Background: an optimization exercise with open tools, aiming at small area, a short achievable clock period and few clock cycles. Do not read the settings as production practice.
Where RTL was checked, it was by simulation tests only, not by an equivalence proof against the original.
Power figures rest on the tool's default switching activity, not on a simulated workload.

==> flow/design.v <==
module proc (
   imem_addr, dmem_addr, dmem_wdata, dmem_we, halted,
   clk, rst, imem_data, dmem_rdata
   );
   input clk;
   input rst;
   input [15:0] imem_data;
   input [15:0] dmem_rdata;
   output [15:0] imem_addr;
   output [15:0] dmem_addr;
   output [15:0] dmem_wdata;
   output dmem_we;
   output halted;
   reg [15:0] ir;       
   reg        v;        
   reg        hf;       
   reg [15:0] pcn;      
   reg [15:0] ra;       
   reg [15:0] rb;       
   reg [15:0] rw;       
   reg        sub;      
   reg [15:0] r0, r1, r2, r3, r4, r5, r6, r7;
   wire [4:0] op = ir[15:11];
   wire [2:0] rs = ir[10:8];
   wire [2:0] rt = ir[7:5];
   wire [2:0] rd = ir[4:2];
   wire is_halt  = (op == 5'b00000);
   wire is_j     = (op[4:2] == 3'b001);                    
   wire is_link  = (op[4:1] == 4'b0011);                   
   wire is_br    = (op[4:2] == 3'b011);
   wire is_alui  = (op[4:2] == 3'b010);                    
   wire is_shi   = (op[4:2] == 3'b101);                    
   wire is_st    = (op == 5'b10000);
   wire is_ld    = (op == 5'b10001);
   wire is_slbi  = (op == 5'b10010);
   wire is_stu   = (op == 5'b10011);
   wire is_lbi   = (op == 5'b11000);
   wire is_btr   = (op == 5'b11001);
   wire is_shr   = (op == 5'b11010);
   wire is_arr   = (op == 5'b11011);
   wire is_set   = (op[4:2] == 3'b111);
   wire [15:0] p = ra ^ rb;
   wire [15:0] g = ra & rb;
   wire [15:0] g1, p1, g2, p2, g3, p3, g4, p4;
   genvar gi;
   generate for (gi = 0; gi < 16; gi = gi + 1) begin : g_pfx
      if (gi % 2 == 1) begin : l1a
         assign g1[gi] = g[gi] | (p[gi] & g[gi - 1]);
         assign p1[gi] = p[gi] & p[gi - 1];
      end else begin : l1b
         assign g1[gi] = g[gi]; assign p1[gi] = p[gi];
      end
      if (gi % 4 >= 2) begin : l2a
         assign g2[gi] = g1[gi] | (p1[gi] & g1[gi - (gi % 4) + 1]);
         assign p2[gi] = p1[gi] & p1[gi - (gi % 4) + 1];
      end else begin : l2b
         assign g2[gi] = g1[gi]; assign p2[gi] = p1[gi];
      end
      if (gi % 8 >= 4) begin : l3a
         assign g3[gi] = g2[gi] | (p2[gi] & g2[gi - (gi % 8) + 3]);
         assign p3[gi] = p2[gi] & p2[gi - (gi % 8) + 3];
      end else begin : l3b
         assign g3[gi] = g2[gi]; assign p3[gi] = p2[gi];
      end
      if (gi >= 8) begin : l4a
         assign g4[gi] = g3[gi] | (p3[gi] & g3[7]);
      end else begin : l4b
         assign g4[gi] = g3[gi];
      end
   end endgenerate
   wire [15:0] sum = p ^ {g4[14:0], 1'b0};
   wire cout = g4[15];
   wire eq = &p;                                           
   wire le = (ra[15] ^ rb[15]) ? sum[15] : ra[15];         
   reg set_r;
   always @(*) begin
      case (op[1:0])
        2'b00: set_r = eq;
        2'b01: set_r = le & ~eq;
        2'b10: set_r = le;
        default: set_r = cout;
      endcase
   end
   wire [1:0] shop = is_shi ? op[1:0] : ir[1:0];          
   wire [3:0] amt  = rb[3:0];
   wire left = ~shop[1];
   wire [15:0] arev;
   generate for (gi = 0; gi < 16; gi = gi + 1) begin : g_rev
      assign arev[gi] = ra[15 - gi];
   end endgenerate
   wire [15:0] sx = left ? arev : ra;
   wire [15:0] s1 = amt[0] ? {sx[0], sx[15:1]} : sx;
   wire [15:0] s2 = amt[1] ? {s1[1:0], s1[15:2]} : s1;
   wire [15:0] s3 = amt[2] ? {s2[3:0], s2[15:4]} : s2;
   wire [15:0] s4 = amt[3] ? {s3[7:0], s3[15:8]} : s3;
   wire [15:0] mask = 16'hFFFF >> amt;
   wire [15:0] sm = shop[0] ? (s4 & mask) : s4;
   wire [15:0] smrev;
   generate for (gi = 0; gi < 16; gi = gi + 1) begin : g_rev2
      assign smrev[gi] = sm[15 - gi];
   end endgenerate
   wire [15:0] shift_r = left ? smrev : sm;
   wire lxor = is_alui ? ~op[0] : ~ir[0];
   wire [15:0] logic_r = lxor ? p : (p & ra);
   wire sel_sum = (is_alui & ~op[1]) | is_stu | (is_arr & ~ir[1]);
   wire sel_log = (is_alui & op[1]) | (is_arr & ir[1]);
   wire sel_sh  = is_shi | is_shr;
   wire [15:0] wdata = ({16{sel_sum}} & (sum ^ {16{sub}}))
                     | ({16{sel_log}} & logic_r)
                     | ({16{sel_sh}}  & shift_r)
                     | {15'h0000, is_set & set_r}
                     | ({16{is_btr}}  & arev)
                     | ({16{is_slbi}} & {ra[7:0], ir[7:0]})
                     | ({16{is_lbi}}  & {{8{ir[7]}}, ir[7:0]})
                     | ({16{is_ld}}   & dmem_rdata)
                     | ({16{is_link}} & pcn);
   wire act = v & ~hf;
   wire wen = act & (is_alui | is_shi | is_ld | is_slbi | is_stu | op[4:3] == 2'b11 | is_link);
   reg [2:0] wsel;
   always @(*) begin
      if (is_link) wsel = 3'd7;
      else if (is_alui | is_shi | is_ld) wsel = rt;
      else if (is_stu | is_slbi | is_lbi) wsel = rs;
      else wsel = rd;
   end
   wire [15:0] wd = rst ? 16'h0000 : wdata;
   wire [7:0] wdec = 8'b1 << wsel;
   wire [7:0] we = {8{rst}} | ({8{wen}} & wdec);
   always @(posedge clk) begin
      if (we[0]) r0 <= wd;
      if (we[1]) r1 <= wd;
      if (we[2]) r2 <= wd;
      if (we[3]) r3 <= wd;
      if (we[4]) r4 <= wd;
      if (we[5]) r5 <= wd;
      if (we[6]) r6 <= wd;
      if (we[7]) r7 <= wd;
   end
   assign dmem_addr  = sum;
   assign dmem_wdata = rw;
   assign dmem_we    = act & (is_st | is_stu);
   wire wz = ~|rw;
   reg bcond;
   always @(*) begin
      case (op[1:0])
        2'b00: bcond = wz;
        2'b01: bcond = ~wz;
        2'b10: bcond = rw[15];
        default: bcond = ~rw[15];
      endcase
   end
   wire take = v & (is_j | (is_br & bcond));
   assign imem_addr = take ? sum : pcn;
   wire [15:0] pcn_next = imem_addr + 16'd2;
   wire [15:0] fi = imem_data;
   wire [4:0] fop = fi[15:11];
   wire f_br  = (fop[4:2] == 3'b011);
   wire f_pc  = f_br | (fop[4:2] == 3'b001 && !fop[0]);    
   wire [2:0] fa = fi[10:8];
   wire [2:0] fb = f_br ? fi[10:8] : fi[7:5];
   wire [7:0] fa1 = 8'b1 << fa;
   wire [7:0] fb1 = 8'b1 << fb;
   wire [15:0] rda = ({16{fa1[0]}} & r0) | ({16{fa1[1]}} & r1) | ({16{fa1[2]}} & r2) | ({16{fa1[3]}} & r3)
                   | ({16{fa1[4]}} & r4) | ({16{fa1[5]}} & r5) | ({16{fa1[6]}} & r6) | ({16{fa1[7]}} & r7);
   wire [15:0] rdb = ({16{fb1[0]}} & r0) | ({16{fb1[1]}} & r1) | ({16{fb1[2]}} & r2) | ({16{fb1[3]}} & r3)
                   | ({16{fb1[4]}} & r4) | ({16{fb1[5]}} & r5) | ({16{fb1[6]}} & r6) | ({16{fb1[7]}} & r7);
   wire fwa = wen & (wsel == fa);
   wire fwb = wen & (wsel == fb);
   wire [15:0] opa = fwa ? wdata : rda;
   wire [15:0] opb = fwb ? wdata : rdb;
   wire f_sub = (fop == 5'b01001) | (fop == 5'b11011 && fi[1:0] == 2'b01)
              | (fop[4:2] == 3'b111 && fop[1:0] != 2'b11);
   reg [15:0] fimm;
   always @(*) begin
      if (fop[4:2] == 3'b001) fimm = fop[0] ? {8'h00, fi[7:0]} : {{5{fi[10]}}, fi[10:0]};
      else if (f_br) fimm = {{8{fi[7]}}, fi[7:0]};
      else fimm = {{11{fi[4]}}, fi[4:0]};
   end
   wire [15:0] fb_val = (fop[4] & fop[3]) ? opb : fimm;
   always @(posedge clk) begin
      ir  <= fi;
      ra  <= f_pc ? pcn_next : opa;
      rb  <= fb_val ^ {16{f_sub}};
      rw  <= opb;
      sub <= f_sub;
   end
   always @(posedge clk) begin
      if (rst) begin
         v   <= 1'b0;
         hf  <= 1'b0;
         pcn <= 16'h0000;
      end else begin
         v   <= 1'b1;
         hf  <= hf | (v & is_halt);
         pcn <= pcn_next;
      end
   end
   assign halted = hf | (v & is_halt);
endmodule
clock: 12.0 ns
lec_check: 0
abc_area: 1
cap_margin: 20
core_margin: 2
core_utilization: 40
place_density: 0.6
slew_margin: 20
tns_end_percent: 0
standard.sh (not shown) runs the stock make flow with config.mk's settings and CLKGATE_MAP_FILE= SYNTH_SCRIPT=/design/flow/synth_recipe.tcl, a recipe that flattens the netlist after the stock synthesis.
==> flow/flow/run.sh <==
#!/bin/bash
# The standard layout (the standard.sh: standard synthesis, ORFS floorplan to finish)
# with these changes, all passed to ORFS as make variables:
#  - ADDER_MAP_FILE is empty, so synthesis skips ORFS's adder step (extract_fa and the
#    mapping of adders to the ha/fa cells) and ABC maps the adders as plain logic;
#    the registers are those of the standard synthesis;
#  - repair_timing aims at a larger setup slack (SETUP_SLACK_MARGIN) at the design's
#    unchanged clock period;
#  - every input and output port still gets its own buffer, a plain buf_2 instead of
#    the delay cell (clkdlybuf4s50_1) that buffer_ports picks by default;
#  - clock tree synthesis as ORFS runs it, with clkbuf_8 and without dummy loads.
# make's output goes to flow_make.log; each ORFS step writes its own log under orfs/logs.
set -euo pipefail
bash standard.sh SETUP_SLACK_MARGIN=7.5 ADDER_MAP_FILE= \
  "BUFFER_PORTS_ARGS=-buffer_cell sky130_fd_sc_hd__buf_2" \
  "CTS_ARGS=-sink_clustering_enable -repair_clock_nets -dont_use_dummy_load -buf_list sky130_fd_sc_hd__clkbuf_8" \
  finish > flow_make.log 2>&1
The baseline passed the timing, design-rule and antenna checks.
Testbench counts at the start, summed over its fixed seeds: cycles 36,069.
Change:
--- a/flow/design.v
+++ b/flow/design.v
@@ -155,11 +155,11 @@
    wire [15:0] fi = imem_data;
    wire [4:0] fop = fi[15:11];
    wire f_br  = (fop[4:2] == 3'b011);
    wire f_pc  = f_br | (fop[4:2] == 3'b001 && !fop[0]);    
    wire [2:0] fa = fi[10:8];
-   wire [2:0] fb = f_br ? fi[10:8] : fi[7:5];
+   wire [2:0] fb = fi[7:5];
    wire [7:0] fa1 = 8'b1 << fa;
    wire [7:0] fb1 = 8'b1 << fb;
    wire [15:0] rda = ({16{fa1[0]}} & r0) | ({16{fa1[1]}} & r1) | ({16{fa1[2]}} & r2) | ({16{fa1[3]}} & r3)
                    | ({16{fa1[4]}} & r4) | ({16{fa1[5]}} & r5) | ({16{fa1[6]}} & r6) | ({16{fa1[7]}} & r7);
    wire [15:0] rdb = ({16{fb1[0]}} & r0) | ({16{fb1[1]}} & r1) | ({16{fb1[2]}} & r2) | ({16{fb1[3]}} & r3)
@@ -179,11 +179,11 @@
    wire [15:0] fb_val = (fop[4] & fop[3]) ? opb : fimm;
    always @(posedge clk) begin
       ir  <= fi;
       ra  <= f_pc ? pcn_next : opa;
       rb  <= fb_val ^ {16{f_sub}};
-      rw  <= opb;
+      rw  <= f_br ? opa : opb;
       sub <= f_sub;
    end
    always @(posedge clk) begin
       if (rst) begin
          v   <= 1'b0;
Result: Maximum frequency falls by 2.0%; clock-buffer cell count rises by 1; power rises by 1.3%; global-route usage rises by 0.66 points; design area rises by 1.4%; via count rises by 4.7%; worst hold slack improves by 16 ps; routed wire length rises by 1.2%; core utilization rises by 1.8 points; sequential power falls by about 1%.
For the second run of this note, only the layout was checked, not whether the RTL still works.

* * *

Setup of try-nickel:
RTL: the design.v shown in full above, as it stands there.
clock: 12.0 ns
lec_check: 0
abc_area: 1
cap_margin: 20
core_margin: 2
core_utilization: 40
place_density: 0.6
slew_margin: 20
tns_end_percent: 0
==> flow/flow/run.sh <==
#!/bin/bash
# The standard layout (the standard.sh: standard synthesis, ORFS floorplan to finish)
# with these changes:
#  - repair_timing aims at a larger setup slack (SETUP_SLACK_MARGIN) at the design's
#    unchanged clock period;
#  - every input and output port still gets its own buffer, a plain buf_2 instead of
#    the delay cell (clkdlybuf4s50_1) that buffer_ports picks by default;
#  - clock tree synthesis as ORFS runs it, without dummy loads.
set -euo pipefail
bash standard.sh SETUP_SLACK_MARGIN=7.5 ADDER_MAP_FILE= \
  "BUFFER_PORTS_ARGS=-buffer_cell sky130_fd_sc_hd__buf_2" \
  "CTS_ARGS=-sink_clustering_enable -repair_clock_nets -dont_use_dummy_load" \
  finish > flow_make.log 2>&1
Testbench counts of try-nickel, summed over its fixed seeds: cycles 36,069.
> inputs changed (try-nickel -> try-willow)
--- a/flow/design.v
+++ b/flow/design.v
@@ -158,5 +158,5 @@
    wire f_pc  = f_br | (fop[4:2] == 3'b001 && !fop[0]);    
    wire [2:0] fa = fi[10:8];
-   wire [2:0] fb = f_br ? fi[10:8] : fi[7:5];
+   wire [2:0] fb = fi[7:5];
    wire [7:0] fa1 = 8'b1 << fa;
    wire [7:0] fb1 = 8'b1 << fb;
@@ -182,5 +182,5 @@
       ra  <= f_pc ? pcn_next : opa;
       rb  <= fb_val ^ {16{f_sub}};
-      rw  <= opb;
+      rw  <= f_br ? opa : opb;
       sub <= f_sub;
    end
## What came out
try-willow finished every step from synthesis to the final layout, and the layout passed the timing, design-rule and antenna checks.
Relative to try-nickel, the synthesized instance count measured on try-willow has increased slightly.
Going from try-nickel to try-willow, routed wire length grows by 3.4%.
As far as storage element area is concerned, try-nickel and try-willow perform about the same.
On setup slack at placement: between try-nickel and try-willow, it ends up higher for try-willow.
try-willow vs try-nickel — total number of vias climbed by a few percent
try-willow vs try-nickel: sequential group power down slightly
try-willow ends up with a fill cell instance count of the final layout that is 244 lower than in try-nickel.
met1 wire length shrinks slightly when moving from try-nickel to try-willow.
Final standard cell area without fillers (try-willow vs. try-nickel) increases by a few percent
In try-willow, the maximum operating frequency came out 0.30% below the value in try-nickel.
Comparing depth of the worst register-to-register path for try-nickel and try-willow, the smaller number came from try-nickel.
No functional check of the RTL was part of try-willow.

-- re-timing with driven ports --
The flow's constraints put no driver on any port. The routed layouts listed below were extracted and timed again, unchanged, in two steps. Step 1: set_driving_cell puts a clkbuf_16 on clk and a buf_2 on each other input, an assumption about the parent block. Step 2 times the ports against the registers' clock, not the clock port: input delays grow and output delays shrink by t, the midpoint of the rising clock arrivals with the driver on. a / b / c = no drivers / after step 1 / after step 2; a / b = the first two.
run | shift t [ns] | setup WS [ns] | clock arrival spread, ns | worst slew at a driven data input, ns | pins driven straight from the clock port
the first run of note 1 | 0.559 | 7.258 / 7.213 / 6.832 | 0.072 / 0.072 | 0.05 | 1
the second run of note 1 | 0.571 | 7.161 / 7.113 / 6.835 | 0.052 / 0.052 | 0.04 | 1
try-nickel | 0.570 | 7.240 / 7.189 / 6.772 | 0.043 / 0.043 | 0.05 | 1
try-willow | 0.565 | 7.226 / 7.176 / 7.006 | 0.044 / 0.044 | 0.04 | 1
After both steps every run listed still meets setup and hold. The setup slack of try-nickel, which loses most, moves by -0.051 ns with the drivers and by -0.468 ns with both steps.
